This design comes from an exercise in tuning for small area, a short achievable clock period and few clock cycles per item on the open sky130 flow, not from production work. At most, simulation tests tie the RTL to the original design; equivalence was not proved. Function not checked in runs 3 to 5: the RTL went through the layout flow alone.

[flow/run.sh]
#!/bin/bash
# synth_recipe.tcl (not shown) runs the flow's synth.tcl, then flattens the netlist and writes it again
# the make line also repeats each setting of config.mk as NAME=value (left out here)
make -C /OpenROAD-flow-scripts/flow DESIGN_CONFIG=/design/flow/config.mk WORK_HOME=/design/flow/orfs CLKGATE_MAP_FILE= SYNTH_SCRIPT=/design/flow/synth_recipe.tcl finish
[flow/config.mk]
export PLATFORM = sky130hd
export DESIGN_NAME = Noekeon
export DESIGN_NICKNAME = Noekeon
export VERILOG_FILES = /design/flow/design.v
export SDC_FILE = /design/flow/constraint.sdc
export NUM_CORES = 4
export LEC_CHECK = 0
export CAP_MARGIN = 20
export CORE_MARGIN = 2
export CORE_UTILIZATION = 40
export SLEW_MARGIN = 20
[flow/constraint.sdc]
create_clock -name core_clock -period 5.0 [get_ports {inClk}]
set_input_delay 1.0000 -clock core_clock [delete_from_list [all_inputs] [get_ports {inClk}]]
set_output_delay 1.0000 -clock core_clock [all_outputs]
set_load 0.01 [all_outputs]
[flow/design.v]
module NoekeonGammaSbox(
	input wire	[3:0]	inData,
	output reg	[3:0]	outData
);
always @(*) begin
	case (inData)
		4'h0: outData = 4'h7;
		4'h1: outData = 4'hA;
		4'h2: outData = 4'h2;
		4'h3: outData = 4'hC;
		4'h4: outData = 4'h4;
		4'h5: outData = 4'h8;
		4'h6: outData = 4'hF;
		4'h7: outData = 4'h0;
		4'h8: outData = 4'h5;
		4'h9: outData = 4'h9;
		4'hA: outData = 4'h1;
		4'hB: outData = 4'hE;
		4'hC: outData = 4'h3;
		4'hD: outData = 4'hD;
		4'hE: outData = 4'hB;
		default: outData = 4'h6;
	endcase
end
endmodule
module NoekeonGamma(
	input wire	[127:0]	inData,
	output wire	[127:0]	outData
);
genvar i;
generate
	for (i = 0; i < 32; i = i + 1) begin : sbox
		NoekeonGammaSbox s(
			.inData({inData[96+i], inData[64+i], inData[32+i], inData[i]}),
			.outData({outData[96+i], outData[64+i], outData[32+i], outData[i]})
		);
	end
endgenerate
endmodule
module NoekeonPi1(
	input wire	[127:0]	inData,
	output wire	[127:0]	outData
);
assign outData[31:0]		= inData[31:0];
assign outData[63:32]	= {inData[62:32],inData[63]};
assign outData[95:64]	= {inData[90:64],inData[95:91]};
assign outData[127:96]	= {inData[125:96],inData[127:126]};
endmodule
module NoekeonPi2(
	input wire	[127:0]	inData,
	output wire	[127:0]	outData
);
assign outData[31:0]		= inData[31:0];
assign outData[63:32]	= {inData[32],inData[63:33]};
assign outData[95:64]	= {inData[68:64],inData[95:69]};
assign outData[127:96]	= {inData[97:96],inData[127:98]};
endmodule
module NoekeonTheta(
	input wire	[127:0]	inData,
	output wire	[127:0]	outData
);
wire	[31:0]	m02;
wire	[31:0]	m13;
NoekeonMix mix02(.inData(inData[31:0] ^ inData[95:64]), .outData(m02));
NoekeonMix mix13(.inData(inData[63:32] ^ inData[127:96]), .outData(m13));
assign outData[31:0]   = inData[31:0]   ^ m13;
assign outData[63:32]  = inData[63:32]  ^ m02;
assign outData[95:64]  = inData[95:64]  ^ m13;
assign outData[127:96] = inData[127:96] ^ m02;
endmodule
module NoekeonKeyTheta(
	input wire	[127:0]	inKey,
	input wire				inUseK,
	input wire				inUseU,
	input wire				inUseT,
	output wire	[127:0]	outKey
);
wire	[31:0]	u;
wire	[31:0]	t;
NoekeonMix mixU(.inData(inKey[63:32] ^ inKey[127:96]), .outData(u));
NoekeonMix mixT(.inData(inKey[31:0] ^ inKey[95:64]), .outData(t));
wire	[31:0]	uu = u & {32{inUseU}};
wire	[31:0]	tt = t & {32{inUseT}};
wire	[127:0]	kk = inKey & {128{inUseK}};
assign outKey = kk ^ {tt, uu, tt, uu};
endmodule
module NoekeonRoundSh(
	input wire	[127:0]	inData,
	input wire				inFirst,
	input wire				inZero,
	input wire	[127:0]	inVec,
	output wire	[127:0]	outData
);
wire	[127:0]	p1;
wire	[127:0]	g;
wire	[127:0]	p2;
wire	[127:0]	src;
wire	[127:0]	th;
NoekeonPi1 noekeon_Pi1(.inData(inData), .outData(p1));
NoekeonGamma noekeon_Gamma(.inData(p1), .outData(g));
NoekeonPi2 noekeon_Pi2(.inData(g), .outData(p2));
assign src = inFirst ? (inData & {128{~inZero}}) : p2;
NoekeonTheta noekeon_Theta(.inData(src), .outData(th));
assign outData = th ^ inVec;
endmodule
module NoekeonMix(
	input wire	[31:0]	inData,
	output wire	[31:0]	outData
);
assign outData = inData ^ {inData[23:0], inData[31:24]} ^ {inData[7:0], inData[31:8]};
endmodule
module NoekeonConstatBox(
	input wire	[7:0]		inRc,
	input wire				inDecipher,
	output wire	[7:0]		outRcNext,
	output wire	[127:0]	outConst
);
wire	[7:0]	fwd = {inRc[6:0], 1'b0} ^ (inRc[7] ? 8'h1B : 8'h00);
wire	[7:0]	rc1 = inRc ^ (inRc[0] ? 8'h1B : 8'h00);
wire	[7:0]	bwd = {inRc[0], rc1[7:1]};
assign outRcNext = inDecipher ? bwd : fwd;
wire	[7:0]	e = inDecipher ? 8'h00 : inRc;
wire	[31:0]	w13 = {e, 8'h00, e, e};
assign outConst = {w13, 32'h0, w13, 24'h0, inRc};
endmodule
module NoekeonDataReg(
	input wire				inClk,
	input wire				inBusy,
	input wire				inLoad,
	input wire	[127:0]	inDataExt,
	input wire	[127:0]	inDataInt,
	output wire	[127:0]	outData
);
reg [127:0]		DataReg;
always @(posedge inClk) begin
	if (inBusy == 1'b1)
		DataReg <= inDataInt;
	else if (inLoad == 1'b1)
		DataReg <= inDataExt;
end
assign outData = DataReg;
endmodule
module NoekeonDataOutReg(
	input wire	[127:0]	inData,
	output wire	[127:0]	outData
);
assign outData = inData;
endmodule
module NoekeonKeyReg(
	input wire				inClk,
	input wire				inReset,
	input wire				inKeyWrExt,
	input wire	[127:0]	inKeyDataExt,
	input wire				inKeyWrInt,
	input wire	[127:0]	inKeyDataInt,
	output wire	[127:0]	outKey
);
reg [127:0]		KeyReg;
always @(posedge inClk or posedge inReset) begin
	if (inReset == 1'b1)
		KeyReg <= 128'b0;
	else if (inKeyWrExt == 1'b1)
		KeyReg <= inKeyDataExt;
	else if (inKeyWrInt == 1'b1)
		KeyReg <= inKeyDataInt;
end
assign outKey = KeyReg;
endmodule
module NoekeonControl(
	input wire				inClk,
	input wire				inReset,
	input wire				inMode,
	input wire				inDecipher,
	input wire				inDataWr,
	input wire				inKeyWr,
	input wire	[7:0]		inRcNext,
	output wire				outBusy,
	output wire				outFirst,
	output wire				outMode,
	output wire				outDecipher,
	output wire	[7:0]		outRc,
	output wire				outDataLoad,	 
	output wire				outKeyWrExt,	 
	output wire				outKeyWrInt,	 
	output wire				outUseK,
	output wire				outUseU,
	output wire				outUseT
);
reg				regBusy;
reg				regFirst;
reg				regMode;
reg				regDecipher;
reg	[7:0]		regRc;
wire	startKey  = ~regBusy & inKeyWr & inMode;
wire	startData = ~regBusy & inDataWr & ~(inKeyWr & inMode);
wire	last      = ~regFirst & (regRc == (regDecipher ? 8'h80 : 8'hD4));
always @(posedge inClk or posedge inReset) begin
	if (inReset == 1'b1)
		regBusy <= 1'b0;
	else if (regBusy == 1'b0)
		regBusy <= startKey | startData;
	else if (last == 1'b1)
		regBusy <= 1'b0;
end
always @(posedge inClk) begin
	regFirst <= ~regBusy;
	if (regBusy == 1'b0) begin
		regMode <= inKeyWr & inMode;
		regDecipher <= inDecipher & ~(inKeyWr & inMode);
		regRc <= (inDecipher & ~(inKeyWr & inMode)) ? 8'hD4 : 8'h80;
	end else begin
		regRc <= inRcNext;
	end
end
assign outBusy = regBusy;
assign outFirst = regFirst;
assign outMode = regMode;
assign outDecipher = regDecipher;
assign outRc = regRc;
assign outDataLoad = startData;
assign outKeyWrExt = ~regBusy & inKeyWr;
assign outKeyWrInt = regBusy & regMode & last;
assign outUseK = ~regMode | regFirst;
assign outUseU = ~regDecipher & (~regMode | regFirst);
assign outUseT = regDecipher | (regMode & regFirst);
endmodule
module Noekeon(
	input wire				inClk,
	input wire				inReset,
	input wire				inMode,			 
	input wire				inDecipher,		 
	input wire				inDataWr,
	input wire	[127:0]	inDataData,
	input wire				inKeyWr,
	input wire	[127:0]	inKeyData,
	output wire				outBusy,
	output wire	[127:0]	outData
);
wire			busy;
wire			first;
wire			mode;
wire			decipher;
wire	[7:0]	rc;
wire	[7:0]	rcNext;
wire			dataLoad;
wire			keyWrExt;
wire			keyWrInt;
wire			useK;
wire			useU;
wire			useT;
wire	[127:0]	key;
wire	[127:0]	keyVec;
wire	[127:0]	constVec;
wire	[127:0]	state;
wire	[127:0]	roundData;
NoekeonControl noekeon_Control(
	.inClk(inClk),
	.inReset(inReset),
	.inMode(inMode),
	.inDecipher(inDecipher),
	.inDataWr(inDataWr),
	.inKeyWr(inKeyWr),
	.inRcNext(rcNext),
	.outBusy(busy),
	.outFirst(first),
	.outMode(mode),
	.outDecipher(decipher),
	.outRc(rc),
	.outDataLoad(dataLoad),
	.outKeyWrExt(keyWrExt),
	.outKeyWrInt(keyWrInt),
	.outUseK(useK),
	.outUseU(useU),
	.outUseT(useT)
);
NoekeonKeyReg noekeon_KeyReg(
	.inClk(inClk),
	.inReset(inReset),
	.inKeyWrExt(keyWrExt),
	.inKeyDataExt(inKeyData),
	.inKeyWrInt(keyWrInt),
	.inKeyDataInt(roundData),
	.outKey(key)
);
NoekeonKeyTheta noekeon_KeyTheta(
	.inKey(key),
	.inUseK(useK),
	.inUseU(useU),
	.inUseT(useT),
	.outKey(keyVec)
);
NoekeonConstatBox noekeon_ConstatBox(
	.inRc(rc),
	.inDecipher(decipher),
	.outRcNext(rcNext),
	.outConst(constVec)
);
NoekeonRoundSh noekeon_RoundSh(
	.inData(state),
	.inFirst(first),
	.inZero(mode),
	.inVec(keyVec ^ constVec),
	.outData(roundData)
);
NoekeonDataReg noekeon_DataReg(
	.inClk(inClk),
	.inBusy(busy),
	.inLoad(dataLoad),
	.inDataExt(inDataData),
	.inDataInt(roundData),
	.outData(state)
);
NoekeonDataOutReg noekeon_DataOutReg(
	.inData(state),
	.outData(outData)
);
assign outBusy = busy;
endmodule
==> results of run 1 <==
[flip-flops by register name (all words and copies together) (netlist names)]
signal,cells
noekeon_DataReg.DataReg,128
noekeon_KeyReg.KeyReg,128
noekeon_RoundSh.noekeon_Gamma.sbox.s.outData,128
noekeon_Control.regRc,8
noekeon_Control.regBusy,1
noekeon_Control.regDecipher,1
noekeon_Control.regFirst,1
noekeon_Control.regMode,1
[cell families after synthesis]
group / after synthesis
AOI/OAI and AO/OA: 830
and+or+nand+nor: 815
DFF: 396
buffers and inverters: 304
adders and majority gates: 102
muxes: 316
xor gates and xnor gates: 634
[critical path, cell delays in order (launching register included)]
cell and delay (ns):
edfxtp_1 0.45, nand2b_4 0.39, buf_12 0.29, o22ai_2 0.45
xor2_2 0.37, xnor3_1 0.49, xnor2_1 0.22, nand2_1 0.22
o21ai_2 0.18, inv_1 0.11, ha_1 0.20, o311ai_0 0.32
o21ai_0 0.14
[worst max-delay path by stage]
stage,startpoint,endpoint,slack [ns],depth (start not counted)
2_1_floorplan,inReset,noekeon_Control.regBusy,0.56,1
3_3_place_gp,inKeyWr,noekeon_RoundSh.noekeon_Gamma.sbox[4].s.outData[2],0.97,11
3_5_place_dp,inKeyWr,noekeon_RoundSh.noekeon_Gamma.sbox[4].s.outData[2],0.95,11
4_1_cts,noekeon_Control.regMode,noekeon_RoundSh.noekeon_Gamma.sbox[22].s.outData[3],1.06,11
5_1_grt,noekeon_Control.regMode,noekeon_RoundSh.noekeon_Gamma.sbox[5].s.outData[2],0.83,12
6_report,noekeon_Control.regMode,noekeon_RoundSh.noekeon_Gamma.sbox[5].s.outData[2],1.01,12
[stage by stage]
| step | setup slack, ns | area, µm² | util | hold slack (ns) |
|---|---|---|---|---|
| finish | 1.01 | 39300 | 0.487 | 0.558 |
| CTS | 1.06 | 39300 | 0.486 | 0.539 |
| global placement | 0.972 | 37700 | 0.466 | 0.537 |
| global route | 0.828 | 39300 | 0.487 | 0.557 |
| floorplan | 0.559 | 32700 | - | 0.495 |
| detailed placement | 0.955 | 37700 | 0.466 | 0.542 |
[placed cells by master, fill, tap and decap left out, types with 128 or more instances in the layout]
cell type | synthesis | final
o21ai_0 | 212 | 212
nor2_1 | 274 | 273
clkdlybuf4s50_1 | 0 | 390
dfxtp_1 | 137 | 136
edfxtp_1 | 130 | 130
nand2_1 | 305 | 302
xor2_1 | 129 | 129
dfrtp_1 | 129 | 128
mux2i_1 | 212 | 212
a22oi_1 | 182 | 182
xnor2_1 | 383 | 383
[per-layer routing]
| metal | vias up | routed length, µm | part of all wire |
|---|---|---|---|
| met2 | 1473 | 58900 | 0.44 |
| met4 | 4 | 5410 | 0.040 |
| met3 | 219 | 13900 | 0.10 |
| met5 | - | 26 | 0.00019 |
| met1 | 13800 | 56500 | 0.42 |
| li1 | 12700 | - | - |
[area by class of cell]
type	count	area [µm²]
fill	7515	41500
multi-input combinational	2697	21400
sequential	396	9880
timing repair buffer	467	4650
clock buffer	88	1560
tap	1060	1330
inverter	112	427
clock inverter	8	55.1
antenna	2	5.00
==> summary.txt, run 1 <==
DIE HEIGHT -> 290 µm
Simple logic cell fraction of the synthesized area -> 0.113
Slew HR -> 0.280
Area delta synth->final -> 20.2%
Top-area cell type share of the netlist area -> 0.119
CTS resizes -> 0
Largest net degree at the start of global routing -> 147
Initial antenna violation count -> 4
Hold Violations, Final -> 0
# placed instances -> 4,731
Hold Startpoint -> noekeon_Control.regRc[2]
Setup tns final -> 0 ns
CP endpoint kind -> register
Max_cap viols -> 0
Setup Crit Path Kind -> reg2reg
Rows -> 104
Top post-synthesis cells by area -> edfxtp_1 12%, xnor2_1 10%, dfrtp_1 9.9%
Max Fanout on Critical Path -> 24
Worst-Margin Slew -> 1.08 ns
Most frequent cell after synthesis -> xnor2_1
Synth Area in Compound Gates -> 0.182
Worst-Skew Late Latency -> 0.63 ns
Fin nets -> 4,089
Max Slew Vio Count -> 0
Status -> complete, no violations
DRC -> 0
Count of non-filler cells in the finished layout -> 4,830
Avg Synthesized Cell Area -> 9.63 µm²
Drt first pass iters -> 6
Vias -> 28,200
Vias per Instance -> 5.84
Reg2Reg Launch Point -> noekeon_Control.regMode
# hold bufs at CTS -> 0
Clock Tree Buf Depth -> 3
Unrepaired setup endpoints after global routing -> false
Hold Path End -> noekeon_Control.regRc[1]
Die area -> 84,100 µm²
Final worst-path cycle share -> 0.797
Gr busiest metal -> met2
GRT Util Overall -> 0.311
Final wirelength -> 135,000 µm
Layout cells sized above 1 -> 0.108
Met1 GRT Util -> 0.428
CTS tree -> built
Post-synth EDFFs -> 130
Clock sink count -> 396
Post-synth ARST share -> 0.326
Hold WC Path Type -> reg2reg
Root Driver -> clkbuf_16
Final Skew -> 0.0217 ns
Final setup violation count -> 0
# IOs -> 391
Post-synth top cells -> 383 x xnor2_1, 305 x nand2_1, 274 x nor2_1, 212 x mux2i_1, 212 x o21ai_0
Worst-path clk slew -> 0.06 ns
Worst hold path depth -> 2
HPWL Detailed -> 102,000 µm
Unique masters post-synth -> 76
Port bufs -> 390
Synthesized net count -> 3,761
Syn Inst Count -> 3,397
DR WL/cell -> 27.9 µm
Postcts setup bufs -> 0
Antenna viol nets, final -> 0
Synthesized-area fraction occupied by adder cells -> 0.0390
Wire length of the first global-routing pass -> 192,000 µm
Initial detailed-routing violation count -> 3,237
Core Region -> 80,800 µm²
Worst endpoint data arrival time -> 4.49 ns
Peak Freq -> 0.251 GHz
Sequential share of the synthesized area -> 0.302
Synthesized cell area -> 32,700 µm²
Predominant post-synthesis flop cell -> dfxtp_1
FF-to-FF End -> noekeon_RoundSh.noekeon_Gamma.sbox[5].s.outData[2]
Post-route minimum period -> 3.99 ns
Reg2Reg Setup Slack -> 1.01 ns
Worst reg2reg path depth -> 12
Ys Warns -> 4
Die width -> 290 µm
Vias in the first global route -> 26,600
Grt total ovfl -> 0
Final RePlAce weighted congestion -> 0.996
Synth Area in XOR/XNOR -> 0.219
Starting Density -> 0.405
Worst Path Required -> 5.50 ns
Mux cell area share after synthesis -> 0.101
Largest family of logic cells by synthesized area -> XOR/XNOR gates
Yosys reg bits -> 396
Largest area contributor in the netlist -> edfxtp_1
Startpoint types -> register
Met2 Track Usage GR -> 0.474
Met3 Usage GRT -> 0.0725
CTS Buf Count -> 51
H-tree levels -> 2
Testbench counts, summed over its fixed seeds: cycles 6,912, items 368.
==> run 2, diff against run 1 <==
--- a/flow/design.v
+++ b/flow/design.v
@@ -1,26 +1,14 @@
 module NoekeonGammaSbox(
 	input wire	[3:0]	inData,
-	output reg	[3:0]	outData
+	output wire	[3:0]	outData
 );
-always @(*) begin
-	case (inData)
-		4'h0: outData = 4'h7;
-		4'h1: outData = 4'hA;
-		4'h2: outData = 4'h2;
-		4'h3: outData = 4'hC;
-		4'h4: outData = 4'h4;
-		4'h5: outData = 4'h8;
-		4'h6: outData = 4'hF;
-		4'h7: outData = 4'h0;
-		4'h8: outData = 4'h5;
-		4'h9: outData = 4'h9;
-		4'hA: outData = 4'h1;
-		4'hB: outData = 4'hE;
-		4'hC: outData = 4'h3;
-		4'hD: outData = 4'hD;
-		4'hE: outData = 4'hB;
-		default: outData = 4'h6;
-	endcase
-end
+wire	a1a = inData[1] ^ (~inData[3] & ~inData[2]);
+wire	a0a = inData[0] ^ (inData[2] & a1a);
+wire	b0  = inData[3];
+wire	b3  = a0a;
+wire	b2  = inData[2] ^ b0 ^ a1a ^ b3;
+wire	b1  = a1a ^ (~b3 & ~b2);
+wire	c0  = b0 ^ (b2 & b1);
+assign outData = {b3, b2, b1, c0};
 endmodule
 module NoekeonGamma(
==> run 2 against run 1 <==
Against the previous run:
- wire length fell by 15%
- design area fell by 18%
- area after synthesis fell by 23%
- via count fell by 13%
- non-clock buffer count rose by 57
- worst setup slack got worse by 0.21 ns
- critical path type unchanged
==> summary.txt, run 2 <==
Status -> complete, no violations (unchanged)
Vias per Instance -> 5.80 (was 5.84)
Simple logic cell fraction of the synthesized area -> 0.113 (about the same)
Root Driver -> clkbuf_16 (unchanged)
Dpl cell area -> 30,700 µm² (was 37,700 µm²)
Slew HR -> 0.235 (was 0.280)
# IOs -> 391 (unchanged)
Worst endpoint data arrival time -> 4.51 ns (was 4.49 ns)
Initial antenna violation count -> 0 (was 4)
Slack of the critical path -> 0.803 ns (was 1.01 ns)
Ant diodes -> 0 (was 2)
CP endpoint kind -> register (unchanged)
Worst-path clk slew -> 0.06 ns (about the same)
Port bufs -> 390 (unchanged)
Max Slew Vio Count -> 0 (unchanged)
CTS Buf Count -> 37 (was 51)
Final Skew -> 0.0152 ns (was 0.0217 ns)
Max Fanout on Critical Path -> 6 (was 24)
Die width -> 256 µm (was 290 µm)
Commonest non-fill, non-tap cell in the layout -> xnor2_1 (was clkdlybuf4s50_1)
DR WL/cell -> 27.2 µm (was 27.9 µm)
Post-route minimum period -> 4.20 ns (was 3.99 ns)
Unrepaired setup endpoints after global routing -> false (unchanged)
Top-area cell type share of the netlist area -> 0.193 (was 0.119)
Vias in the first global route -> 23,600 (was 26,600)
CTS resizes -> 0 (unchanged)
Predominant post-synthesis flop cell -> edfxtp_1 (was dfxtp_1)
Rows -> 92 (was 104)
Layout cells sized above 1 -> 0.0766 (was 0.108)
Hold WC Path Type -> reg2reg (unchanged)
H-tree levels -> 2 (unchanged)
Worst-Skew Late Latency -> 0.57 ns (was 0.63 ns)
Drt first pass iters -> 6 (unchanged)
Critical-path top delay cell -> a31oi_1 (was xnor3_1)
Met1 GRT Util -> 0.456 (was 0.428)
Max_cap viols -> 0 (unchanged)
Grt total ovfl -> 0 (unchanged)
Area delta synth->final -> 26.7% (was 20.2%)
Clock Tree Buf Depth -> 3 (unchanged)
Largest net degree at the start of global routing -> 90 (was 147)
Clock sink count -> 268 (was 396)
HPWL Detailed -> 86,100 µm (was 102,000 µm)
# hold bufs at CTS -> 0 (unchanged)
Sequential share of the synthesized area -> 0.289 (was 0.302)
Final wirelength -> 115,000 µm (was 135,000 µm)
Startpoint types -> register (unchanged)
Most frequent cells in the layout -> 557 x xnor2_1, 390 x clkdlybuf4s50_1, 353 x nor2_1 (was 390 x clkdlybuf4s50_1, 383 x xnor2_1, 302 x nand2_1)
Synthesized net count -> 3,255 (was 3,761)
Synth Area in Compound Gates -> 0.193 (was 0.182)
GRT Util Overall -> 0.339 (was 0.311)
Hold Violations, Final -> 0 (unchanged)
CP most frequent cell -> xnor2_1
Yosys reg bits -> 268 (was 396)
Synthesized-area fraction occupied by adder cells -> 0.0178 (was 0.0390)
Unique masters post-synth -> 76 (unchanged)
Hold_ws -> 0.537 ns (was 0.558 ns)
Initial detailed-routing violation count -> 2,515 (was 3,237)
Setup Crit Path Kind -> reg2reg (unchanged)
Avg Synthesized Cell Area -> 8.56 µm² (was 9.63 µm²)
Top post-synthesis cells by area -> xnor2_1 19%, edfxtp_1 15%, dfrtp_1 13% (was edfxtp_1 12%, xnor2_1 10%, dfrtp_1 9.9%)
Vias -> 24,500 (was 28,200)
Starting Density -> 0.403 (was 0.405)
Worst Path Required -> 5.32 ns (was 5.50 ns)
Largest area contributor in the netlist -> xnor2_1 (was edfxtp_1)
Mux cell area share after synthesis -> 0.0233 (was 0.101)
Peak Freq -> 0.238 GHz (was 0.251 GHz)
Largest family of logic cells by synthesized area -> XOR/XNOR gates (unchanged)
Met3 Usage GRT -> 0.0516 (was 0.0725)
Final worst-path cycle share -> 0.839 (was 0.797)
DIE HEIGHT -> 256 µm (was 290 µm)
Worst-Margin Slew -> 1.14 ns (was 1.08 ns)
Met2 Track Usage GR -> 0.534 (was 0.474)
Critical-path cell list -> inv_1 -> ha_1 -> xor3_1 -> or3_1 -> a31oi_1 -> xnor2_1 -> xnor2_1 -> xnor2_1 -> buf_4 -> xnor2_1 -> mux2_2 (was nand2b_4 -> buf_12 -> o22ai_2 -> xor2_2 -> xnor3_1 -> xnor2_1 -> nand2_1 -> o21ai_2 -> inv_1 -> ha_1 -> o311ai_0 -> o21ai_0)
Final RePlAce weighted congestion -> 0.974 (was 0.996)
Wire length of the first global-routing pass -> 163,000 µm (was 192,000 µm)
Synth Area in XOR/XNOR -> 0.320 (was 0.219)
Gr busiest metal -> met2 (unchanged)
Synthesized cell area -> 25,300 µm² (was 32,700 µm²)
Most frequent cell after synthesis -> xnor2_1 (unchanged)
Core Region -> 62,900 µm² (was 80,800 µm²)
Die area -> 65,300 µm² (was 84,100 µm²)
Place WS -> 0.886 ns (was 0.955 ns)
Postcts setup bufs -> 0 (unchanged)
Post-route design area -> 32,100 µm² (was 39,300 µm²)
Post-synth ARST share -> 0.481 (was 0.326)
Ys Warns -> 3 (was 4)
Final setup violation count -> 0 (unchanged)
Post-synth top cells -> 557 x xnor2_1, 356 x nor2_1, 264 x a21oi_1, 218 x xor2_1, 208 x o21ai_0 (was 383 x xnor2_1, 305 x nand2_1, 274 x nor2_1, 212 x mux2i_1, 212 x o21ai_0)
DRC -> 0 (unchanged)
Antenna viol nets, final -> 0 (unchanged)
Syn Inst Count -> 2,957 (was 3,397)
CTS tree -> built (unchanged)
Fin nets -> 3,639 (was 4,089)
Post-synth EDFFs -> 130 (unchanged)
Max stage delay on crit path -> 0.66 ns (was 0.49 ns)
Setup tns final -> 0 ns (unchanged)
==> run 2: cell types whose count changed in the layout (fill, tap and decap cells not counted), moves of 61 or more <==
cell	previous run	this run
nor2_1	273	353
a22oi_1	182	68
nand2_1	302	193
dfxtp_1	136	8
mux2_2	101	23
ha_1	102	36
mux2i_1	212	33
xor2_1	129	218
xnor2_1	383	557
xnor3_1	93	32
a21oi_1	110	263
==> run 2: cell families after synthesis <==
kind of cell               Yosys count
xor gates and xnor gates           834
AOI/OAI and AO/OA                  806
and+or+nand+nor                    679
buffers and inverters              278
DFF                                268
muxes                               56
adders and majority gates           36
==> run 2: layout make-up <==
type | instances | area (µm²)
fill | 5915 | 30800
multi-input combinational | 2411 | 17000
sequential | 268 | 7320
timing repair buffer | 524 | 5050
tap | 846 | 1060
clock buffer | 47 | 1030
inverter | 99 | 382
clock inverter | 21 | 284
==> run 2: layer usage <==
metal,wire length [µm],vias to the layer above
li1,-,11000
met1,47700,12000
met2,51200,1291
met3,9590,221
met4,6200,0
met5,0,-
==> run 2: worst paths after layout <==
| check | slack (ns) | startpoint | to | cells past startpoint |
|---|---|---|---|---|
| worst max-delay path | 0.80 | noekeon_DataReg.DataReg[84] | noekeon_DataReg.DataReg[121] | 11 |
| worst min-delay path | 0.54 | noekeon_Control.regRc[2] | noekeon_Control.regRc[1] | 2 |
| worst max register to register | 0.80 | noekeon_DataReg.DataReg[84] | noekeon_DataReg.DataReg[121] | 11 |
| worst min register to register | 0.54 | noekeon_Control.regRc[2] | noekeon_Control.regRc[1] | 2 |
| max in group asynchronous | 3.13 | inReset | noekeon_KeyReg.KeyReg[65] | 3 |
| min in group asynchronous | 0.93 | inReset | noekeon_KeyReg.KeyReg[56] | 2 |
==> run 2: worst max-delay path: cells and delay by family (launching register included) <==
family / cells / cell delay (ns)
buffers and inverters: 2 / 0.32
adder cells (fa/ha/maj): 1 / 0.35
AND/OR/NAND/NOR: 1 / 0.31
multiplexers: 1 / 0.29
XOR/XNOR: 5 / 1.51
AO/OA/AOI/OAI: 1 / 0.66
flip-flops: 1 / 0.48
==> run 2: metrics by stage <==
stage                util  std cells
floorplan               -       2957
global placement    0.489       4147
detailed placement  0.489       4147
CTS                 0.510       4215
global route        0.510       4216
finish              0.510       4216
Testbench counts of run 2, summed over its fixed seeds: cycles 6,912, items 368.
==> run 3, diff against run 2 <==
--- a/flow/design.v
+++ b/flow/design.v
@@ -57,4 +57,10 @@
 assign outData[127:96] = inData[127:96] ^ m02;
 endmodule
+module NoekeonMix(
+	input wire	[31:0]	inData,
+	output wire	[31:0]	outData
+);
+assign outData = inData ^ {inData[23:0], inData[31:24]} ^ {inData[7:0], inData[31:8]};
+endmodule
 module NoekeonKeyTheta(
 	input wire	[127:0]	inKey,
@@ -75,6 +81,4 @@
 module NoekeonRoundSh(
 	input wire	[127:0]	inData,
-	input wire				inFirst,
-	input wire				inZero,
 	input wire	[127:0]	inVec,
 	output wire	[127:0]	outData
@@ -83,18 +87,20 @@
 wire	[127:0]	g;
 wire	[127:0]	p2;
-wire	[127:0]	src;
 wire	[127:0]	th;
 NoekeonPi1 noekeon_Pi1(.inData(inData), .outData(p1));
 NoekeonGamma noekeon_Gamma(.inData(p1), .outData(g));
 NoekeonPi2 noekeon_Pi2(.inData(g), .outData(p2));
-assign src = inFirst ? (inData & {128{~inZero}}) : p2;
-NoekeonTheta noekeon_Theta(.inData(src), .outData(th));
+NoekeonTheta noekeon_Theta(.inData(p2), .outData(th));
 assign outData = th ^ inVec;
 endmodule
-module NoekeonMix(
-	input wire	[31:0]	inData,
-	output wire	[31:0]	outData
+module NoekeonLastRoundSh(
+	input wire	[127:0]	inData,
+	output wire	[127:0]	outData
 );
-assign outData = inData ^ {inData[23:0], inData[31:24]} ^ {inData[7:0], inData[31:8]};
+wire	[127:0]	p1;
+wire	[127:0]	g;
+NoekeonPi1 noekeon_Pi1(.inData(inData), .outData(p1));
+NoekeonGamma noekeon_Gamma(.inData(p1), .outData(g));
+NoekeonPi2 noekeon_Pi2(.inData(g), .outData(outData));
 endmodule
 module NoekeonConstatBox(
@@ -116,4 +122,5 @@
 	input wire				inBusy,
 	input wire				inLoad,
+	input wire				inLoadZero,
 	input wire	[127:0]	inDataExt,
 	input wire	[127:0]	inDataInt,
@@ -121,9 +128,14 @@
 );
 reg [127:0]		DataReg;
+wire	[127:0]	preRound;
+NoekeonLastRoundSh noekeon_PreRound(.inData(inDataExt), .outData(preRound));
+localparam [127:0] PRE_ZERO = {32'h0, {96{1'b1}}};
 always @(posedge inClk) begin
 	if (inBusy == 1'b1)
 		DataReg <= inDataInt;
 	else if (inLoad == 1'b1)
-		DataReg <= inDataExt;
+		DataReg <= preRound;
+	else if (inLoadZero == 1'b1)
+		DataReg <= PRE_ZERO;
 end
 assign outData = DataReg;
@@ -142,16 +154,23 @@
 	input wire				inKeyWrInt,
 	input wire	[127:0]	inKeyDataInt,
-	output wire	[127:0]	outKey
+	output wire	[127:0]	outKey,
+	output wire				outValid
 );
 reg [127:0]		KeyReg;
-always @(posedge inClk or posedge inReset) begin
-	if (inReset == 1'b1)
-		KeyReg <= 128'b0;
-	else if (inKeyWrExt == 1'b1)
+reg				regValid;
+always @(posedge inClk) begin
+	if (inKeyWrExt == 1'b1)
 		KeyReg <= inKeyDataExt;
 	else if (inKeyWrInt == 1'b1)
 		KeyReg <= inKeyDataInt;
 end
+always @(posedge inClk or posedge inReset) begin
+	if (inReset == 1'b1)
+		regValid <= 1'b0;
+	else if (inKeyWrExt == 1'b1)
+		regValid <= 1'b1;
+end
 assign outKey = KeyReg;
+assign outValid = regValid;
 endmodule
 module NoekeonControl(
@@ -162,11 +181,11 @@
 	input wire				inDataWr,
 	input wire				inKeyWr,
+	input wire				inKeyValid,
 	input wire	[7:0]		inRcNext,
 	output wire				outBusy,
-	output wire				outFirst,
-	output wire				outMode,
 	output wire				outDecipher,
 	output wire	[7:0]		outRc,
 	output wire				outDataLoad,	 
+	output wire				outZeroLoad,	 
 	output wire				outKeyWrExt,	 
 	output wire				outKeyWrInt,	 
@@ -201,15 +220,15 @@
 	end
 end
+wire	useFirstKey = regMode & regFirst;
 assign outBusy = regBusy;
-assign outFirst = regFirst;
-assign outMode = regMode;
 assign outDecipher = regDecipher;
 assign outRc = regRc;
 assign outDataLoad = startData;
+assign outZeroLoad = startKey;
 assign outKeyWrExt = ~regBusy & inKeyWr;
 assign outKeyWrInt = regBusy & regMode & last;
-assign outUseK = ~regMode | regFirst;
-assign outUseU = ~regDecipher & (~regMode | regFirst);
-assign outUseT = regDecipher | (regMode & regFirst);
+assign outUseK = inKeyValid & (~regMode | regFirst);
+assign outUseU = inKeyValid & ((~regDecipher & ~regMode) | useFirstKey);
+assign outUseT = inKeyValid & ((regDecipher & ~regMode) | useFirstKey);
 endmodule
 module Noekeon(
@@ -226,12 +245,12 @@
 );
 wire			busy;
-wire			first;
-wire			mode;
 wire			decipher;
 wire	[7:0]	rc;
 wire	[7:0]	rcNext;
 wire			dataLoad;
+wire			zeroLoad;
 wire			keyWrExt;
 wire			keyWrInt;
+wire			keyValid;
 wire			useK;
 wire			useU;
@@ -249,11 +268,11 @@
 	.inDataWr(inDataWr),
 	.inKeyWr(inKeyWr),
+	.inKeyValid(keyValid),
 	.inRcNext(rcNext),
 	.outBusy(busy),
-	.outFirst(first),
-	.outMode(mode),
 	.outDecipher(decipher),
 	.outRc(rc),
 	.outDataLoad(dataLoad),
+	.outZeroLoad(zeroLoad),
 	.outKeyWrExt(keyWrExt),
 	.outKeyWrInt(keyWrInt),
@@ -269,5 +288,6 @@
 	.inKeyWrInt(keyWrInt),
 	.inKeyDataInt(roundData),
-	.outKey(key)
+	.outKey(key),
+	.outValid(keyValid)
 );
 NoekeonKeyTheta noekeon_KeyTheta(
@@ -286,6 +306,4 @@
 NoekeonRoundSh noekeon_RoundSh(
 	.inData(state),
-	.inFirst(first),
-	.inZero(mode),
 	.inVec(keyVec ^ constVec),
 	.outData(roundData)
@@ -295,4 +313,5 @@
 	.inBusy(busy),
 	.inLoad(dataLoad),
+	.inLoadZero(zeroLoad),
 	.inDataExt(inDataData),
 	.inDataInt(roundData),
--- a/flow/config.mk
+++ b/flow/config.mk
@@ -9,3 +9,4 @@
 export CORE_MARGIN = 2
 export CORE_UTILIZATION = 40
+export SETUP_SLACK_MARGIN = 1.5
 export SLEW_MARGIN = 20
==> run 3 against run 2 <==
Against the previous run:
- non-clock buffer count fell by 108
- fmax rose by 22%
- register-to-register slack improved by 0.76 ns
- hold slack improved by 0.065 ns
- flip-flop and latch count rose by 1
- first-iteration DRC count fell by 33%
- largest cell class unchanged
- highest routed layer unchanged
==> summary.txt, run 3 <==
Hold Violations, Final -> 0 (unchanged)
Largest net degree at the start of global routing -> 141 (was 90)
Worst Path Required -> 5.29 ns (was 5.32 ns)
Final worst-path cycle share -> 0.687 (was 0.839)
Drt first pass iters -> 5 (was 6)
Final RePlAce weighted congestion -> 0.953 (was 0.974)
Unrepaired setup endpoints after global routing -> true (was false)
Setup Crit Path Kind -> reg2reg (unchanged)
Initial antenna violation count -> 0 (unchanged)
Max Slew Vio Count -> 0 (unchanged)
Post-synth top cells -> 537 x xnor2_1, 274 x nand2_1, 258 x edfxtp_1, 227 x nor2_1, 207 x xor2_1 (was 557 x xnor2_1, 356 x nor2_1, 264 x a21oi_1, 218 x xor2_1, 208 x o21ai_0)
Fin nets -> 3,332 (was 3,639)
Max Fanout on Critical Path -> 5 (was 6)
Avg Synthesized Cell Area -> 10.3 µm² (was 8.56 µm²)
Worst endpoint data arrival time -> 3.72 ns (was 4.51 ns)
Post-synth ARST share -> 0.00743 (was 0.481)
Initial detailed-routing violation count -> 1,677 (was 2,515)
CTS tree -> built (unchanged)
Ys Warns -> 3 (unchanged)
Unique masters post-synth -> 44 (was 76)
Dpl cell area -> 32,200 µm² (was 30,700 µm²)
Post-route minimum period -> 3.43 ns (was 4.20 ns)
Clock sink count -> 269 (was 268)
CP most frequent cell -> xnor2_1 (unchanged)
Predominant post-synthesis flop cell -> edfxtp_1 (unchanged)
Met3 Usage GRT -> 0.0397 (was 0.0516)
Sequential share of the synthesized area -> 0.292 (was 0.289)
Final setup violation count -> 0 (unchanged)
Worst-Margin Slew -> 1.09 ns (was 1.14 ns)
DRC -> 0 (unchanged)
Ant diodes -> 0 (unchanged)
Layout cells sized above 1 -> 0.0710 (was 0.0766)
Starting Density -> 0.406 (was 0.403)
DIE HEIGHT -> 265 µm (was 256 µm)
Peak Freq -> 0.291 GHz (was 0.238 GHz)
Area delta synth->final -> 23.8% (was 26.7%)
Largest area contributor in the netlist -> edfxtp_1 (was xnor2_1)
Vias in the first global route -> 21,300 (was 23,600)
Final Skew -> 0.0388 ns (was 0.0152 ns)
Setup tns final -> 0 ns (unchanged)
Status -> complete, no violations (unchanged)
Max stage delay on crit path -> 0.57 ns (was 0.66 ns)
Top post-synthesis cells by area -> edfxtp_1 28%, xnor2_1 17%, xnor3_1 13% (was xnor2_1 19%, edfxtp_1 15%, dfrtp_1 13%)
Critical-path cell list -> inv_1 -> ha_1 -> xor2_1 -> nand2_1 -> xor3_1 -> xnor2_1 -> xnor2_1 -> xnor2_1 -> o21ai_0 (was inv_1 -> ha_1 -> xor3_1 -> or3_1 -> a31oi_1 -> xnor2_1 -> xnor2_1 -> xnor2_1 -> buf_4 -> xnor2_1 -> mux2_2)
Startpoint types -> register (unchanged)
Fill count -> 5,975 (was 5,915)
Vias -> 21,100 (was 24,500)
Most frequent cells in the layout -> 499 x xnor2_1, 390 x clkdlybuf4s50_1, 270 x nand2_1 (was 557 x xnor2_1, 390 x clkdlybuf4s50_1, 353 x nor2_1)
Commonest non-fill, non-tap cell in the layout -> xnor2_1 (unchanged)
Final wirelength -> 100,000 µm (was 115,000 µm)
Critical-path top delay cell -> xor3_1 (was a31oi_1)
Place WS -> 0.982 ns (was 0.886 ns)
Met2 Track Usage GR -> 0.489 (was 0.534)
Syn Inst Count -> 2,647 (was 2,957)
Top-area cell type share of the netlist area -> 0.283 (was 0.193)
Hold WC Path Type -> reg2reg (unchanged)
Most frequent cell after synthesis -> xnor2_1 (unchanged)
# IOs -> 391 (unchanged)
Vias per Instance -> 5.40 (was 5.80)
Worst-path clk slew -> 0.06 ns (about the same)
Count of non-filler cells in the finished layout -> 3,903 (was 4,216)
Yosys reg bits -> 269 (was 268)
CTS Buf Count -> 36 (was 37)
Core Region -> 67,400 µm² (was 62,900 µm²)
Port bufs -> 390 (unchanged)
H-tree levels -> 2 (unchanged)
Antenna viol nets, final -> 0 (unchanged)
Synthesized net count -> 2,977 (was 3,255)
Grt total ovfl -> 0 (unchanged)
Worst-Skew Late Latency -> 0.58 ns (was 0.57 ns)
Max_cap viols -> 0 (unchanged)
GRT Util Overall -> 0.278 (was 0.339)
Met1 GRT Util -> 0.354 (was 0.456)
Rows -> 95 (was 92)
HPWL Detailed -> 79,600 µm (was 86,100 µm)
Synthesized cell area -> 27,300 µm² (was 25,300 µm²)
Clock Tree Buf Depth -> 3 (unchanged)
Die area -> 70,400 µm² (was 65,300 µm²)
CP endpoint kind -> register (unchanged)
Slew HR -> 0.268 (was 0.235)
Post-route design area -> 33,800 µm² (was 32,100 µm²)
Post-synth EDFFs -> 258 (was 130)
Slack of the critical path -> 1.57 ns (was 0.803 ns)
Gr busiest metal -> met2 (unchanged)
Root Driver -> clkbuf_16 (unchanged)
Wire length of the first global-routing pass -> 142,000 µm (was 163,000 µm)
Die width -> 265 µm (was 256 µm)
DR WL/cell -> 25.7 µm (was 27.2 µm)
# placed instances -> 3,834 (was 4,147)
-- run 3: area by class of cell --
| type | count | area (µm²) | area share |
|---|---|---|---|
| multi-input cells | 2134 | 18900 | 0.558 |
| flip-flops and latches | 269 | 7980 | 0.236 |
| repair buffers | 416 | 4160 | 0.123 |
| well taps | 873 | 1090 | 0.0323 |
| clock buffers | 48 | 988 | 0.0292 |
| inverters | 145 | 544 | 0.0161 |
| clock inverters | 18 | 204 | 0.00603 |
-- run 3: final timing paths --
| path | from | end | slack [ns] | cells past startpoint |
|---|---|---|---|---|
| min in group asynchronous | inReset | noekeon_KeyReg.regValid | 0.62 | 2 |
| max in group asynchronous | inReset | noekeon_Control.regBusy | 4.25 | 2 |
| setup / recovery | noekeon_DataReg.DataReg[70] | noekeon_KeyReg.KeyReg[1] | 1.57 | 9 |
| hold / removal | noekeon_Control.regRc[6] | noekeon_Control.regRc[5] | 0.60 | 2 |
| setup reg to reg | noekeon_DataReg.DataReg[70] | noekeon_KeyReg.KeyReg[1] | 1.57 | 9 |
| hold reg to reg | noekeon_Control.regRc[6] | noekeon_Control.regRc[5] | 0.60 | 2 |
-- run 3: worst max-delay path: cells and delay by family (launching register included) --
family | cells | cell delay [ns]
AOI/OAI and AO/OA | 1 | 0.13
xor gates and xnor gates | 5 | 2.08
adders and majority gates | 1 | 0.22
buffers and inverters | 1 | 0.10
DFF | 1 | 0.45
and+or+nand+nor | 1 | 0.18
-- run 3: cells by family after synthesis --
| family | synth area share |
|---|---|
| AO/OA/AOI/OAI | 0.0875 |
| XOR/XNOR | 0.426 |
| adder cells (fa/ha/maj) | 0.0311 |
| buffers and inverters | 0.0350 |
| flip-flops | 0.292 |
| multiplexers | 0.0433 |
| AND/OR/NAND/NOR | 0.0856 |
-- run 3: through the flow --
stage	hold slack [ns]	utilization
finish	0.602	0.502
detailed placement	0.599	0.478
CTS	0.585	0.497
global route	0.605	0.502
floorplan	0.472	-
global placement	0.582	0.478
-- run 3: timing repair --
action	in CTS	in global routing
gates cloned	0	0
pin swaps	0	2
hold buffers	0	0
gates resized for setup	13	36
endpoints found under the setup margin	67	75
setup buffers	2	0
-- run 3: routing by layer --
metal,vias up,share of wire
met5,-,0
met4,0,0.030
met3,123,0.066
met2,759,0.50
met1,10500,0.41
li1,9708,-
==> run 4, diff against run 3 <==
--- a/flow/config.mk
+++ b/flow/config.mk
@@ -9,4 +9,4 @@
 export CORE_MARGIN = 2
 export CORE_UTILIZATION = 40
-export SETUP_SLACK_MARGIN = 1.5
+export SETUP_SLACK_MARGIN = 2.2
 export SLEW_MARGIN = 20
==> run 4 against run 3 <==
Against the previous run:
- wire length is 10% higher
- still clean on timing, DRC and antenna
- critical path type unchanged
- hold slack got worse by 0.068 ns
- core utilization increased by 14 points
- die area unchanged
- via count up 11%
==> summary.txt, run 4 <==
Status -> complete, no violations (unchanged)
Worst endpoint data arrival time -> 3.28 ns (was 3.72 ns)
Place WS -> 1.36 ns (was 0.982 ns)
Delay-heaviest family, CP -> XOR/XNOR gates (unchanged)
Clock Tree Buf Depth -> 3 (unchanged)
Sequential share of the synthesized area -> 0.292 (unchanged)
DIE HEIGHT -> 265 µm (unchanged)
Hold Violations, Final -> 0 (unchanged)
Final wirelength -> 111,000 µm (was 100,000 µm)
Port bufs -> 390 (unchanged)
Critical-path cell list -> inv_2 -> ha_4 -> xor2_4 -> nand2_2 -> xnor2_4 -> xor3_2 -> xor2_4 -> xor2_2 -> a22oi_2 (was inv_1 -> ha_1 -> xor2_1 -> nand2_1 -> xor3_1 -> xnor2_1 -> xnor2_1 -> xnor2_1 -> o21ai_0)
Max stage delay on crit path -> 0.60 ns (was 0.57 ns)
CP endpoint kind -> register (unchanged)
Largest family of logic cells by synthesized area -> XOR/XNOR gates (unchanged)
Drt first pass iters -> 5 (unchanged)
Setup Crit Path Kind -> reg2reg (unchanged)
Synthesized cell area -> 27,300 µm² (unchanged)
Simple logic cell fraction of the synthesized area -> 0.0856 (unchanged)
Post-synth ARST share -> 0.00743 (unchanged)
Rows -> 95 (unchanged)
Count of non-filler cells in the finished layout -> 4,321 (was 3,903)
Syn Inst Count -> 2,647 (unchanged)
GRT Util Overall -> 0.299 (was 0.278)
Peak Freq -> 0.333 GHz (was 0.291 GHz)
Slack of the critical path -> 2.00 ns (was 1.57 ns)
Vias in the first global route -> 23,600 (was 21,300)
DRC -> 0 (unchanged)
Most frequent cell after synthesis -> xnor2_1 (unchanged)
WP buf/inv -> 1 (unchanged)
Hold Startpoint -> noekeon_Control.regRc[2] (was noekeon_Control.regRc[6])
Avg Synthesized Cell Area -> 10.3 µm² (unchanged)
Post-route minimum period -> 3.00 ns (was 3.43 ns)
Fill count -> 4,894 (was 5,975)
Critical Path End -> noekeon_DataReg.DataReg[79] (was noekeon_KeyReg.KeyReg[1])
Largest area contributor in the netlist -> edfxtp_1 (unchanged)
Worst reg2reg path depth -> 9 (unchanged)
Max_cap viols -> 0 (unchanged)
H-tree levels -> 2 (unchanged)
Post-route design area -> 43,300 µm² (was 33,800 µm²)
Initial detailed-routing violation count -> 1,780 (was 1,677)
Startpoint types -> register (unchanged)
Worst-Margin Slew -> 0.879 ns (was 1.09 ns)
Max Slew Vio Count -> 0 (unchanged)
CP most frequent cell -> xor2_4 (was xnor2_1)
Largest net degree at the start of global routing -> 129 (was 141)
FF-to-FF End -> noekeon_DataReg.DataReg[79] (was noekeon_KeyReg.KeyReg[1])
Ys Warns -> 3 (unchanged)
Layout cells sized above 1 -> 0.370 (was 0.0710)
Vias -> 23,400 (was 21,100)
Mux cell area share after synthesis -> 0.0433 (unchanged)
Fin nets -> 3,753 (was 3,332)
Clock sink count -> 269 (unchanged)
# placed instances -> 3,831 (was 3,834)
Critical path origin -> noekeon_DataReg.DataReg[68] (was noekeon_DataReg.DataReg[70])
Final worst-path cycle share -> 0.600 (was 0.687)
Synth Area in XOR/XNOR -> 0.426 (unchanged)
Worst Path Required -> 5.28 ns (was 5.29 ns)
Initial antenna violation count -> 1 (was 0)
CTS Buf Count -> 35 (was 36)
Top post-synthesis cells by area -> edfxtp_1 28%, xnor2_1 17%, xnor3_1 13% (unchanged)
Setup tns final -> 0 ns (unchanged)
Unique masters post-synth -> 44 (unchanged)
Hold WC Path Type -> reg2reg (unchanged)
HPWL Detailed -> 78,100 µm (was 79,600 µm)
CP Depth -> 9 (unchanged)
Grt total ovfl -> 0 (unchanged)
Reg2Reg Launch Point -> noekeon_DataReg.DataReg[68] (was noekeon_DataReg.DataReg[70])
Yosys reg bits -> 269 (unchanged)
Final setup violation count -> 0 (unchanged)
Worst-Skew Late Latency -> 0.57 ns (was 0.58 ns)
Final RePlAce weighted congestion -> 0.957 (was 0.953)
Unrepaired setup endpoints after global routing -> true (unchanged)
Dpl cell area -> 32,400 µm² (was 32,200 µm²)
Starting Density -> 0.406 (unchanged)
Antenna viol nets, final -> 0 (unchanged)
Die area -> 70,400 µm² (unchanged)
Synthesized-area fraction occupied by adder cells -> 0.0311 (unchanged)
DR WL/cell -> 25.6 µm (was 25.7 µm)
Wire length of the first global-routing pass -> 153,000 µm (was 142,000 µm)
Top-area cell type share of the netlist area -> 0.283 (unchanged)
Root Driver -> clkbuf_16 (unchanged)
Post-synth top cells -> 537 x xnor2_1, 274 x nand2_1, 258 x edfxtp_1, 227 x nor2_1, 207 x xor2_1 (unchanged)
Die width -> 265 µm (unchanged)
# IOs -> 391 (unchanged)
Reg2Reg Setup Slack -> 2.00 ns (was 1.57 ns)
Vias per Instance -> 5.43 (was 5.40)
Core Region -> 67,400 µm² (unchanged)
Slew HR -> 0.414 (was 0.268)
Commonest non-fill, non-tap cell in the layout -> clkdlybuf4s50_1 (was xnor2_1)
Max Fanout on Critical Path -> 6 (was 5)
Predominant post-synthesis flop cell -> edfxtp_1 (unchanged)
Synthesized net count -> 2,977 (unchanged)
# hold bufs at CTS -> 0 (unchanged)
Most frequent cells in the layout -> 386 x clkdlybuf4s50_1, 354 x buf_4, 298 x xnor2_1 (was 499 x xnor2_1, 390 x clkdlybuf4s50_1, 270 x nand2_1)
Final Skew -> 0.0219 ns (was 0.0388 ns)
Post-synth EDFFs -> 258 (unchanged)
Hold_ws -> 0.534 ns (was 0.602 ns)
Area delta synth->final -> 58.3% (was 23.8%)
CTS tree -> built (unchanged)
Synth Area in Compound Gates -> 0.0875 (unchanged)
Worst-path clk slew -> 0.06 ns (about the same)
Critical-path top delay cell -> xor3_2 (was xor3_1)
-- run 4: cell count changes in the layout (fill, tap and decap cells not counted), sizes merged, moves of 2 or more --
cell	before	now
buf	26	441
bufbuf	0	3
clkbuf	48	42
clkdlybuf4s50	390	386
dlymetal6s2s	0	3
inv	145	148
nand2	278	280
-- run 4: routing by layer --
layer | GRT usage | wire (µm)
met4 | 0.118 | 5230
met3 | 0.0527 | 8300
met2 | 0.525 | 55600
met1 | 0.363 | 41500
met5 | 0 | 0
-- run 4: timing repair --
item,in CTS,in global routing
pin swaps,253,267
resized for setup,665,321
setup buffers,249,172
cloned,6,0
endpoints found under the setup margin,510,381
-- run 4: final cells by class --
cell class                      instances  area [µm²]  share of cell area
Multi-Input combinational cell       2137       24600               0.568
Sequential cell                       269        7980               0.184
Timing Repair Buffer                  835        7970               0.184
Tap cell                              873        1090              0.0252
Clock buffer                           41         898              0.0208
Inverter                              145         547              0.0126
Clock inverter                         20         188             0.00434
Antenna cell                            1        2.50           0.0000578
-- run 4: worst register-to-register path: stages, from the launching register on --
cell and delay, ns:
edfxtp_1 0.42, inv_2 0.11, ha_4 0.17, xor2_4 0.31, nand2_2 0.16, xnor2_4 0.29
xor3_2 0.60, xor2_4 0.27, xor2_2 0.29, a22oi_2 0.12
-- run 4: cells by family (layout without fill, tap and decap cells) --
kind of cell,Yosys count,count (layout)
AND/OR/NAND/NOR,574,576
other,0,1
flip-flops,269,269
buffers and inverters,244,1041
adder cells (fa/ha/maj),68,68
AO/OA/AOI/OAI,397,398
multiplexers,115,115
XOR/XNOR,980,980
-- run 4: metrics by stage --
| step | utilization |
|---|---|
| floorplan | - |
| global placement | 0.481 |
| detailed placement | 0.481 |
| CTS | 0.593 |
| global route | 0.642 |
| finish | 0.642 |
-- run 4: worst min-delay path by stage --
stage	endpoint	slack, ns	depth (start not counted)
4_1_cts	noekeon_Control.regRc[1]	0.54	2
6_report	noekeon_Control.regRc[1]	0.53	2
2_1_floorplan	noekeon_KeyReg.regValid	0.47	1
3_5_place_dp	noekeon_Control.regRc[1]	0.53	2
3_3_place_gp	noekeon_Control.regRc[1]	0.53	2
5_1_grt	noekeon_Control.regRc[1]	0.59	2
==> run 5, diff against run 4 <==
--- a/flow/design.v
+++ b/flow/design.v
@@ -46,4 +46,5 @@
 module NoekeonTheta(
 	input wire	[127:0]	inData,
+	input wire	[127:0]	inVec,
 	output wire	[127:0]	outData
 );
@@ -52,8 +53,9 @@
 NoekeonMix mix02(.inData(inData[31:0] ^ inData[95:64]), .outData(m02));
 NoekeonMix mix13(.inData(inData[63:32] ^ inData[127:96]), .outData(m13));
-assign outData[31:0]   = inData[31:0]   ^ m13;
-assign outData[63:32]  = inData[63:32]  ^ m02;
-assign outData[95:64]  = inData[95:64]  ^ m13;
-assign outData[127:96] = inData[127:96] ^ m02;
+wire	[127:0]	a = inData ^ inVec;
+assign outData[31:0]   = a[31:0]   ^ m13;
+assign outData[63:32]  = a[63:32]  ^ m02;
+assign outData[95:64]  = a[95:64]  ^ m13;
+assign outData[127:96] = a[127:96] ^ m02;
 endmodule
 module NoekeonMix(
@@ -87,10 +89,8 @@
 wire	[127:0]	g;
 wire	[127:0]	p2;
-wire	[127:0]	th;
 NoekeonPi1 noekeon_Pi1(.inData(inData), .outData(p1));
 NoekeonGamma noekeon_Gamma(.inData(p1), .outData(g));
 NoekeonPi2 noekeon_Pi2(.inData(g), .outData(p2));
-NoekeonTheta noekeon_Theta(.inData(p2), .outData(th));
-assign outData = th ^ inVec;
+NoekeonTheta noekeon_Theta(.inData(p2), .inVec(inVec), .outData(outData));
 endmodule
 module NoekeonLastRoundSh(
--- a/flow/config.mk
+++ b/flow/config.mk
@@ -8,5 +8,5 @@
 export CAP_MARGIN = 20
 export CORE_MARGIN = 2
-export CORE_UTILIZATION = 40
-export SETUP_SLACK_MARGIN = 2.2
+export CORE_UTILIZATION = 60
+export SETUP_SLACK_MARGIN = 1.5
 export SLEW_MARGIN = 20
==> run 5 against run 4 <==
Against the previous run:
- sequential share of layout area up 5.5 points
- highest routed layer unchanged
- critical path type unchanged
- fmax down 13%
- critical path depth did not move
- die area down 33%
- cell count is 16% lower
- design area decreased by 23%
- global-route usage increased by 8.5 points
- largest cell class unchanged
- still clean on timing, DRC and antenna
==> summary.txt, run 5 <==
Hold Startpoint -> noekeon_Control.regRc[2] (unchanged)
Dpl cell area -> 31,600 µm² (was 32,400 µm²)
Root Driver -> clkbuf_16 (unchanged)
Reg2Reg Setup Slack -> 1.54 ns (was 2.00 ns)
Hold Path End -> noekeon_Control.regRc[1] (unchanged)
Setup tns final -> 0 ns (unchanged)
H-tree levels -> 2 (unchanged)
Worst-path clk slew -> 0.06 ns (about the same)
Final worst-path cycle share -> 0.692 (was 0.600)
Area delta synth->final -> 22.8% (was 58.3%)
Final Skew -> 0.0145 ns (was 0.0219 ns)
Commonest non-fill, non-tap cell in the layout -> xnor2_1 (was clkdlybuf4s50_1)
Fin nets -> 3,332 (was 3,753)
Top-area cell type share of the netlist area -> 0.286 (was 0.283)
Critical-path top delay cell -> xnor2_2 (was xor3_2)
Final Util -> 0.749 (was 0.642)
Worst endpoint data arrival time -> 3.73 ns (was 3.28 ns)
DRC -> 0 (unchanged)
Max Fanout on Critical Path -> 5 (was 6)
Initial antenna violation count -> 0 (was 1)
Final setup violation count -> 0 (unchanged)
# hold bufs at CTS -> 0 (unchanged)
Largest net degree at the start of global routing -> 129 (unchanged)
Grt total ovfl -> 0 (unchanged)
Worst-Margin Slew -> 1.23 ns (was 0.879 ns)
Sequential share of the synthesized area -> 0.295 (was 0.292)
Drt first pass iters -> 7 (was 5)
Setup Crit Path Kind -> reg2reg (unchanged)
HPWL Detailed -> 71,700 µm (was 78,100 µm)
Critical-path cell list -> inv_1 -> ha_1 -> xnor3_1 -> nand2_1 -> xnor2_1 -> xnor2_2 -> xnor3_1 -> xnor2_1 -> o22ai_1 (was inv_2 -> ha_4 -> xor2_4 -> nand2_2 -> xnor2_4 -> xor3_2 -> xor2_4 -> xor2_2 -> a22oi_2)
CTS Buf Count -> 34 (was 35)
Post-route design area -> 33,300 µm² (was 43,300 µm²)
Largest area contributor in the netlist -> edfxtp_1 (unchanged)
Max Slew Vio Count -> 0 (unchanged)
Most frequent cells in the layout -> 523 x xnor2_1, 390 x clkdlybuf4s50_1, 280 x nand2_1 (was 386 x clkdlybuf4s50_1, 354 x buf_4, 298 x xnor2_1)
Final wirelength -> 91,300 µm (was 111,000 µm)
Hold Violations, Final -> 0 (unchanged)
Die width -> 216 µm (was 265 µm)
Wire length of the first global-routing pass -> 133,000 µm (was 153,000 µm)
DR WL/cell -> 25.2 µm (was 25.6 µm)
Port bufs -> 390 (unchanged)
Synthesized net count -> 2,982 (was 2,977)
Yosys reg bits -> 269 (unchanged)
Worst Path Required -> 5.27 ns (was 5.28 ns)
Antenna viol nets, final -> 0 (unchanged)
Post-synth top cells -> 559 x xnor2_1, 284 x nand2_1, 258 x edfxtp_1, 226 x nor2_1, 212 x xor2_1 (was 537 x xnor2_1, 274 x nand2_1, 258 x edfxtp_1, 227 x nor2_1, 207 x xor2_1)
Reg2Reg Launch Point -> noekeon_DataReg.DataReg[83] (was noekeon_DataReg.DataReg[68])
CP endpoint kind -> register (unchanged)
# IOs -> 391 (unchanged)
Syn Inst Count -> 2,652 (was 2,647)
Worst hold path depth -> 2 (unchanged)
DIE HEIGHT -> 216 µm (was 265 µm)
Clock Tree Buf Depth -> 3 (unchanged)
Vias per Instance -> 6.03 (was 5.43)
Max stage delay on crit path -> 0.60 ns (about the same)
Core Region -> 44,400 µm² (was 67,400 µm²)
Starting Density -> 0.610 (was 0.406)
Initial detailed-routing violation count -> 2,623 (was 1,780)
Ys Warns -> 3 (unchanged)
Worst-Skew Late Latency -> 0.56 ns (was 0.57 ns)
Synthesized cell area -> 27,100 µm² (was 27,300 µm²)
Max_cap viols -> 0 (unchanged)
Vias in the first global route -> 21,500 (was 23,600)
GRT Util Overall -> 0.383 (was 0.299)
Post-synth ARST share -> 0.00743 (unchanged)
Post-synth EDFFs -> 258 (unchanged)
Final RePlAce weighted congestion -> 0.967 (was 0.957)
Predominant post-synthesis flop cell -> edfxtp_1 (unchanged)
Avg Synthesized Cell Area -> 10.2 µm² (was 10.3 µm²)
Die area -> 46,900 µm² (was 70,400 µm²)
Most frequent cell after synthesis -> xnor2_1 (unchanged)
CTS tree -> built (unchanged)
Unrepaired setup endpoints after global routing -> true (unchanged)
Slew HR -> 0.176 (was 0.414)
Rows -> 77 (was 95)
FF-to-FF End -> noekeon_DataReg.DataReg[96] (was noekeon_DataReg.DataReg[79])
Status -> complete, no violations (unchanged)
Post-route minimum period -> 3.46 ns (was 3.00 ns)
Count of non-filler cells in the finished layout -> 3,618 (was 4,321)
Top post-synthesis cells by area -> edfxtp_1 29%, xnor2_1 18%, xnor3_1 14% (was edfxtp_1 28%, xnor2_1 17%, xnor3_1 13%)
Worst reg2reg path depth -> 9 (unchanged)
Fill count -> 3,101 (was 4,894)
Layout cells sized above 1 -> 0.0598 (was 0.370)
Unique masters post-synth -> 41 (was 44)
Ant diodes -> 0 (was 1)
Clock sink count -> 269 (unchanged)
Vias -> 21,800 (was 23,400)
# placed instances -> 3,551 (was 3,831)
Hold WC Path Type -> reg2reg (unchanged)
Peak Freq -> 0.289 GHz (was 0.333 GHz)
Startpoint types -> register (unchanged)
## run 5: cell types whose count changed after synthesis, sizes merged, moves of 2 or more
cell,change
nand2,+6
a21oi,-4
a22oi,+4
and2,-4
buf,-4
clkbuf,+4
inv,+3
a2bb2oi,-2
mux2i,+2
o22ai,+2
## run 5: worst max-delay path by stage
stage          slack, ns                            to                         start
5_1_grt             1.45  noekeon_DataReg.DataReg[126]  noekeon_DataReg.DataReg[121]
4_1_cts             1.37     noekeon_KeyReg.KeyReg[37]   noekeon_DataReg.DataReg[64]
2_1_floorplan       1.70    noekeon_DataReg.DataReg[0]                        inMode
6_report            1.54   noekeon_DataReg.DataReg[96]   noekeon_DataReg.DataReg[83]
3_5_place_dp        1.09     noekeon_KeyReg.KeyReg[37]   noekeon_DataReg.DataReg[64]
3_3_place_gp        1.14     noekeon_KeyReg.KeyReg[37]   noekeon_DataReg.DataReg[64]
## run 5: metal layers
metal | global-route usage | share of wire | vias up | routed length (µm)
met4 | 0.157 | 0.045 | 0 | 4150
li1 | - | - | 9718 | -
met3 | 0.0596 | 0.096 | 203 | 8780
met5 | 0 | 0 | - | 0
met2 | 0.636 | 0.47 | 1264 | 43300
met1 | 0.504 | 0.38 | 10600 | 35100
## run 5: worst max-delay path: cells and delay by family (launching register included)
kind                       cells  cell delay [ns]
xor gates and xnor gates       5             2.00
buffers and inverters          1             0.12
adders and majority gates      1             0.37
AOI/OAI and AO/OA              1             0.12
DFF                            1             0.49
and+or+nand+nor                1             0.06
## run 5: cells by family (layout without fill, tap and decap cells)
| family | Yosys count | after routing | synth area share |
|---|---|---|---|
| buf+inv | 247 | 621 | 0.0353 |
| fa+ha+maj | 68 | 68 | 0.0314 |
| xor+xnor | 981 | 981 | 0.421 |
| simple gates | 574 | 574 | 0.0856 |
| compound gates | 397 | 397 | 0.0882 |
| mux | 116 | 116 | 0.0440 |
| flops | 269 | 269 | 0.295 |
## run 5: final cells by class
type	instances	area, µm²	share of cell area
clock buffers	44	952	0.0286
repair buffers	413	4160	0.125
well taps	592	741	0.0223
clock inverters	16	211	0.00636
multi-input cells	2136	18700	0.561
flip-flops and latches	269	7980	0.240
inverters	148	556	0.0167
## run 5: what timing repair did
item / in CTS / in global routing
resized for setup: 17 / 40
pin swaps: 0 / 4
buffers inserted: 3 / 4
setup endpoints to repair: 172 / 110
## run 5: metrics by stage
stage	hold WS, ns	setup WS [ns]
after floorplan	0.472	1.70
after global routing	0.591	1.45
after detailed placement	0.546	1.09
after global placement	0.542	1.14
after CTS	0.551	1.37
final	0.558	1.54

## port drivers added, routing unchanged
In the flow no input, the clock included, has a driving cell. The finished layouts below were timed again as built, in two steps. Step 1: set_driving_cell puts a clkbuf_16 on inClk and a buf_2 on each other input, an assumption about the parent block. Step 2 also shifts input and output timing later by t, the mid clock arrival at the registers, as if the neighbouring blocks saw the same clock. a / b / c = ideal / step 1 / step 2; a / b = the first two.
| run | shift t [ns] | slack for setup (ns) | clock arrival spread, ns | worst data-port slew with drivers (ns) |
|---|---|---|---|---|
| run 1 | 0.685 | 1.013 / 1.013 / 0.862 | 0.023 / 0.023 | 0.23 |
| run 2 | 0.630 | 0.803 / 0.803 / 0.803 | 0.016 / 0.016 | 0.06 |
| run 3 | 0.627 | 1.567 / 1.567 / 1.385 | 0.039 / 0.039 | 0.05 |
| run 4 | 0.621 | 1.998 / 1.998 / 1.711 | 0.024 / 0.024 | 0.05 |
| run 5 | 0.615 | 1.539 / 1.539 / 1.158 | 0.015 / 0.015 | 0.06 |
After both steps every run listed still meets setup and hold. For run 5, which loses most, drivers alone change the setup slack by 0.000 ns; drivers and shift together by -0.381 ns.
